Background: an optimization exercise with open tools, aiming at small area and a short achievable clock period. Do not read the settings as production practice. Only simulation tests tie the RTL to the original design; equivalence was not proved.

===== flow/run.sh =====
#!/bin/bash
# synth_recipe.tcl (not shown) runs the flow's synth.tcl, then flattens the netlist and writes it again
# the make line also repeats each setting of config.mk as NAME=value (left out here)
make -C /OpenROAD-flow-scripts/flow DESIGN_CONFIG=/design/flow/config.mk WORK_HOME=/design/flow/orfs CLKGATE_MAP_FILE= SYNTH_SCRIPT=/design/flow/synth_recipe.tcl finish

===== flow/config.mk =====
export PLATFORM = sky130hd
export DESIGN_NAME = iir_filter
export DESIGN_NICKNAME = iir_filter
export VERILOG_FILES = /design/flow/design.v
export SDC_FILE = /design/flow/constraint.sdc
export NUM_CORES = 4
export LEC_CHECK = 0
export CAP_MARGIN = 20
export CORE_MARGIN = 2
export CORE_UTILIZATION = 40
export PLACE_DENSITY = 0.6
export SLEW_MARGIN = 20

===== flow/constraint.sdc =====
create_clock -name core_clock -period 14.5 [get_ports {clk}]
set_input_delay 2.9000 -clock core_clock [delete_from_list [all_inputs] [get_ports {clk}]]
set_output_delay 2.9000 -clock core_clock [all_outputs]
set_load 0.01 [all_outputs]

===== flow/design.v =====
module mult_gen_0 (
    input  signed [11:0] A,
    input  signed [11:0] B,
    output signed [23:0] P
);
assign P = A * B;
endmodule
module ZeroParallel (
    input clk,
    input rst,
    input  [11:0] Xin,
    output [20:0] Xout  
);
reg signed [11:0] Xin_d;
reg signed [11:0] Xin_Reg [6:0];
wire signed [11:0] coe[3:0];
assign coe[0]= 9'd26 ;
assign coe[1]= 9'd129;
assign coe[2]= 9'd316;
assign coe[3]= 9'd478;
always @(posedge clk or posedge rst) begin:yiwei
    integer i,j;
    if(rst) begin
        Xin_d <= 'd0;
        for(i = 0;i<7;i=i+1 ) begin
            Xin_Reg[i] <= 'd0;
        end
    end
    else begin
        Xin_d <= Xin;                
        for(j = 0;j<6;j=j+1)begin
            Xin_Reg[j+1] <= Xin_Reg[j];
        end
        Xin_Reg[0] <= Xin_d;
    end
end
wire signed [12:0]Add_Reg [3:0];
assign Add_Reg[0]  = {Xin_d[11],Xin_d}+{Xin_Reg[6][11],Xin_Reg[6]};
assign Add_Reg[1]  = {Xin_Reg[0][11],Xin_Reg[0]}+{Xin_Reg[5][11],Xin_Reg[5]};
assign Add_Reg[2]  = {Xin_Reg[1][11],Xin_Reg[1]}+{Xin_Reg[4][11],Xin_Reg[4]};
assign Add_Reg[3]  = {Xin_Reg[2][11],Xin_Reg[2]}+{Xin_Reg[3][11],Xin_Reg[3]};
wire signed [20:0] Mult_Reg[3:0];
assign Mult_Reg[0] = Add_Reg[0] * coe[0]; 
assign Mult_Reg[1] = Add_Reg[1] * coe[1];
assign Mult_Reg[2] = Add_Reg[2] * coe[2];
assign Mult_Reg[3] = Add_Reg[3] * coe[3];
assign Xout = Mult_Reg[0]+Mult_Reg[1]+Mult_Reg[2]+Mult_Reg[3];
endmodule
module PoleParallel (
    input clk,
    input rst,
    input signed [11:0] Yin,
    output signed [25:0] Yout   
);
wire signed [11:0] coe[6:0];
wire signed [23:0] Mult_Reg[6:0];
assign coe[0]= 12'd272;
assign coe[1]= 12'd609;
assign coe[2]= 12'd250;
assign coe[3]= 12'd189;
assign coe[4]= 12'd49;
assign coe[5]= 12'd13;
assign coe[6]= 12'd1;
reg signed [11:0] Yin_Reg [6:0];
always @(posedge clk or posedge rst) begin:Y_pole
    integer m,n;
    if(rst) begin
        for (m = 0; m<7; m=m+1) begin
            Yin_Reg[m] <= 'd0;
        end
    end
    else begin
        for (n = 0; n<6; n=n+1) begin
            Yin_Reg[n+1] <= Yin_Reg[n];
        end
        Yin_Reg[0] <= Yin;
    end
end
genvar h;
generate
    for (h = 0; h<7; h=h+1) begin
        mult_gen_0 u0 (
        .A(Yin_Reg[h]),   
        .B(coe[h]),   
        .P(Mult_Reg[h])   
        );
    end
endgenerate
assign Yout = {{2{Mult_Reg[0][23]}},Mult_Reg[0]} 
            + {{2{Mult_Reg[1][23]}},Mult_Reg[1]}
            + {{2{Mult_Reg[2][23]}},Mult_Reg[2]}
            + {{2{Mult_Reg[3][23]}},Mult_Reg[3]}
            + {{2{Mult_Reg[4][23]}},Mult_Reg[4]}
            + {{2{Mult_Reg[5][23]}},Mult_Reg[5]}
            + {{2{Mult_Reg[6][23]}},Mult_Reg[6]};       
endmodule
`timescale 1ns / 1ps
module iir_filter(
    input clk,
    input rst,
    input signed [11:0] signal_i,
    output signed [11:0] signal_o 
    );
wire signed [11:0] Xin;   
wire signed [20:0] Xout; 
assign Xin = signal_i;
ZeroParallel ZeroParallel_initial (
    .clk (clk),
    .rst (rst),
    .Xin (Xin),
    .Xout(Xout)  
);
wire signed [11:0] Yin;
wire signed [25:0] Yout;
PoleParallel PoleParallel_initial (
    .clk  (clk),
    .rst  (rst),
    .Yin  (Yin),
    .Yout (Yout)  
);
wire signed [25:0] Ysum;
wire signed [25:0] Ydiv;
assign Ysum = {{5{Xout[20]}},Xout}-Yout;
assign Ydiv = {{9{Ysum[25]}},Ysum[25:9]};
assign Yin = rst?12'd0:Ydiv[11:0];
assign signal_o = Yin;
endmodule

==> notes.md <==
-- sequential cells by signal (all words and copies together), names as in the netlist --
signal                        count
PoleParallel_initial.Yin_Reg     84
ZeroParallel_initial.Xin_Reg     84
ZeroParallel_initial.Xin_d       12
-- cells in the final DEF, fill, tap and decap left out, types with 24 or more instances in the layout --
master and instances:
ha_1 520, buf_4 49, nand2_1 50, a21o_1 35, o21ai_0 29, xnor2_1 127
xor2_1 45, nor2_1 65, fa_1 437, dfrtp_1 179, inv_1 790, a21oi_1 62
o21bai_1 24
-- cells by family after synthesis --
family          share of synthesized area
flops                              0.1642
fa+ha+maj                          0.5599
compound gates                    0.06065
mux                             0.0007296
xor+xnor                          0.06270
simple gates                      0.04218
buf+inv                            0.1097
-- how the worst max path moves through the flow --
stage                                                   from  cells past startpoint            to  slack [ns]
after detailed placement  ZeroParallel_initial.Xin_Reg[3][0]                     47  signal_o[11]       -0.16
after global routing      ZeroParallel_initial.Xin_Reg[3][0]                     46  signal_o[11]       -0.10
after global placement    ZeroParallel_initial.Xin_Reg[3][0]                     47  signal_o[11]        0.17
final                     ZeroParallel_initial.Xin_Reg[1][0]                     42  signal_o[11]        0.51
after floorplan           ZeroParallel_initial.Xin_Reg[3][1]                     42  signal_o[11]        1.23
after CTS                 ZeroParallel_initial.Xin_Reg[3][1]                     45  signal_o[10]        0.03
-- metal layers --
metal  wire length [um]  vias to the layer above  part of all wire
met5                  0                        -                 0
met4               1586                        0             0.027
met3               1544                       80             0.026
met2              29860                      207              0.50
met1              26760                     8662              0.45
li1                   -                     8248                 -
-- repair_timing --
| item | in CTS | in global routing |
|---|---|---|
| buffers inserted | 2 | 14 |
| endpoints found under the setup margin | 3 | 6 |
| gates resized for setup | 14 | 62 |
| pin swaps | 7 | 39 |
-- synthesized netlist by cell type, types with 3 or more instances --
cell      instances  area (sq um)
a21oi_1          74         370.4
a21boi_1          5         37.54
or2_2             4         25.02
nand2_1          50         187.7
o31ai_1           3         22.52
o21ai_0          35         175.2
a21o_1           35         262.8
xor2_1           46         402.9
nor4_1            4         25.02
dfrtp_1         180          4504
and3_1            9         56.30
a31oi_1          12         75.07
a211oi_1         10         75.07
nor2_1           70         262.8
nand3_1          10         50.05
or3_1             9         56.30
inv_1           793          2977
xnor2_1         134          1174
nand4_1           4         25.02
nor3_1           22         110.1
nor2b_1          13         81.33
ha_1            527          6594
or4_1             3         22.52
a21boi_0          3         22.52
o21a_1           10         75.07
xnor3_1           3         67.56
o21ai_1          24         120.1
nand2b_1         16         100.1
clkbuf_1          4         15.01
o21bai_1         24         180.2
and2_1            9         56.30
fa_1            438          8768
-- through the flow --
step | cells | instance area (sq um) | utilization | hold WS, ns
after CTS | 3596 | 29690 | 0.4351 | 0.3841
after global routing | 3610 | 30080 | 0.4409 | 0.3944
after detailed placement | 3562 | 29020 | 0.4253 | 0.3669
after floorplan | 2628 | 27440 | - | 0.3574
after global placement | 3562 | 29020 | 0.4253 | 0.3629
final | 3613 | 30090 | 0.4410 | 0.3821
-- cell type report --
type / count / area, sq um / share of cell area
diodes: 3 / 7.507 / 0.0002495
multi-input cells: 1648 / 20240 / 0.6728
clock inverters: 14 / 181.4 / 0.006029
clock buffers: 18 / 439.2 / 0.01460
well taps: 882 / 1104 / 0.03668
flip-flops and latches: 180 / 4506 / 0.1497
inverters: 794 / 2988 / 0.09930
repair buffers: 74 / 621.8 / 0.02067
==> flow_metrics.tcl <==
set metrics [dict create \
    synth-async-reset-ratio 1.000 \
    cp_slowest_cell "fa_1" \
    syn_area_per_cell_sq_um 10.44 \
    wire_per_inst_um 16.54 \
    io_buffers 25 \
    grt_pass1_wl_um 100300 \
    synthCells 2628 \
    finalCritPeriodShare 0.9645 \
    die_h_um 265.9 \
    drc 0 \
    via_per_inst 4.760 \
    dp_slack_ns -0.1646 \
    hold_end "ZeroParallel_initial.Xin_Reg[2][11]" \
    clk_pin_slew_ns 0.09 \
    synth_area_sq_mm 0.02744 \
    critPathMaxStageDelay_ns 0.54 \
    crit_family "adder cells" \
    syn_to_final_growth_pct 9.663 \
    r2r_cells 42 \
    hp-class "reg2reg" \
    ys.flop_type "dfrtp_1" \
    layout_setup_ws_ns 0.5150 \
    start_kind "flip-flop" \
    synth_edf_count 0 \
    maxCapViolCount 0 \
    hold_violations 0 \
    yosysWarnings 5 \
    gp_congestion 0.9007 \
    placementRows 96 \
    use_met2 0.3183 \
    h-tree-depth 4 \
    slew_viol_final 0 \
    arrival_ns 11.09 \
    ant_nets 0 \
    n_fill_cell 6421 \
    grt_use_total 0.1832 \
    reg2reg_slack_ns 3.86 \
    syn_nets 3607 \
    grt_pass1_vias 19379 \
    clockBufferDepth 2 \
    crit_buf_inv 8 \
    period_minus_slack_ns 13.99 \
    nNetsFinal 3694 \
    clock_latency_ns 0.50 \
    hold_depth 0 \
    max_slew_margin 0.4028 \
    pin_count 26 \
    grtUsageMet3 0.02514 \
    die_area_sq_mm 0.07071 \
    ys_seq_area_frac 0.1642 \
    synth-seq-cells 180 \
    crit_top_cell "fa_1" \
    coreArea_sq_mm 0.06823 \
    fin_skew_ns 0.01697 \
    drive_above_1_share 0.05828 \
    numCtsBuffers 17 \
    initial_core_util 0.4022 \
    hold_start "ZeroParallel_initial.Xin_Reg[1][11]" \
    end_kind "output port" \
    path_class "reg2out" \
    yosysUniqueCellTypes 67 \
    cts-root-buf "clkbuf_16" \
    antenna_found_initial 1 \
    worstMarginPinSlew_ns 0.8957 \
    vias 17197 \
    top_usage_layer "met2" \
    finalWirelength_um 59750 \
    fp.dieW_um 265.9 \
    fmax_mhz 71.51 \
    timing.rr.start "ZeroParallel_initial.Xin_Reg[1][0]" \
    dpl.hpwl_um 52170 \
    grt_overflow 0 \
    r2r_end "PoleParallel_initial.Yin_Reg[0][11]" \
    cts_tree "yes" \
    hold_buffers 0 \
    setup_tns_ns 0 \
    crit_fanout 4 \
    first_iter_violations 661 \
    grt_max_degree 120 \
    required_ns 11.60 \
    status "finished clean" \
    clock-sinks 180 \
    dr.pass1.iters 5 \
    setup_viol 0 \
    met1_usage 0.2388 \
]

==> afterwards: timing with drivers on the ports <==
Ports are ideal in the flow. The routed layout listed here was re-timed in OpenROAD. Step 1 assumes that a clkbuf_16 drives the clock port and a buf_2 every other input. Step 2 moves the port delays by t, midway between the first and last clock arrival at a register: inputs arrive t later, outputs are due t later. That takes back most of the time a late clock gives input paths. Slacks: ideal ports / drivers / drivers and shift; pairs: ideal ports / drivers.
t (ns): 0.550
slack for setup (ns): 0.515 / 0.455 / 1.005
worst setup path after step 2: register to output
slew at the worst register clock pin (ns): 0.09 / 0.09
pins driven straight from the clock port: 1
After both steps setup and hold are still met in this run. For this run, drivers alone change the setup slack by -0.060 ns; drivers and shift together by +0.490 ns.
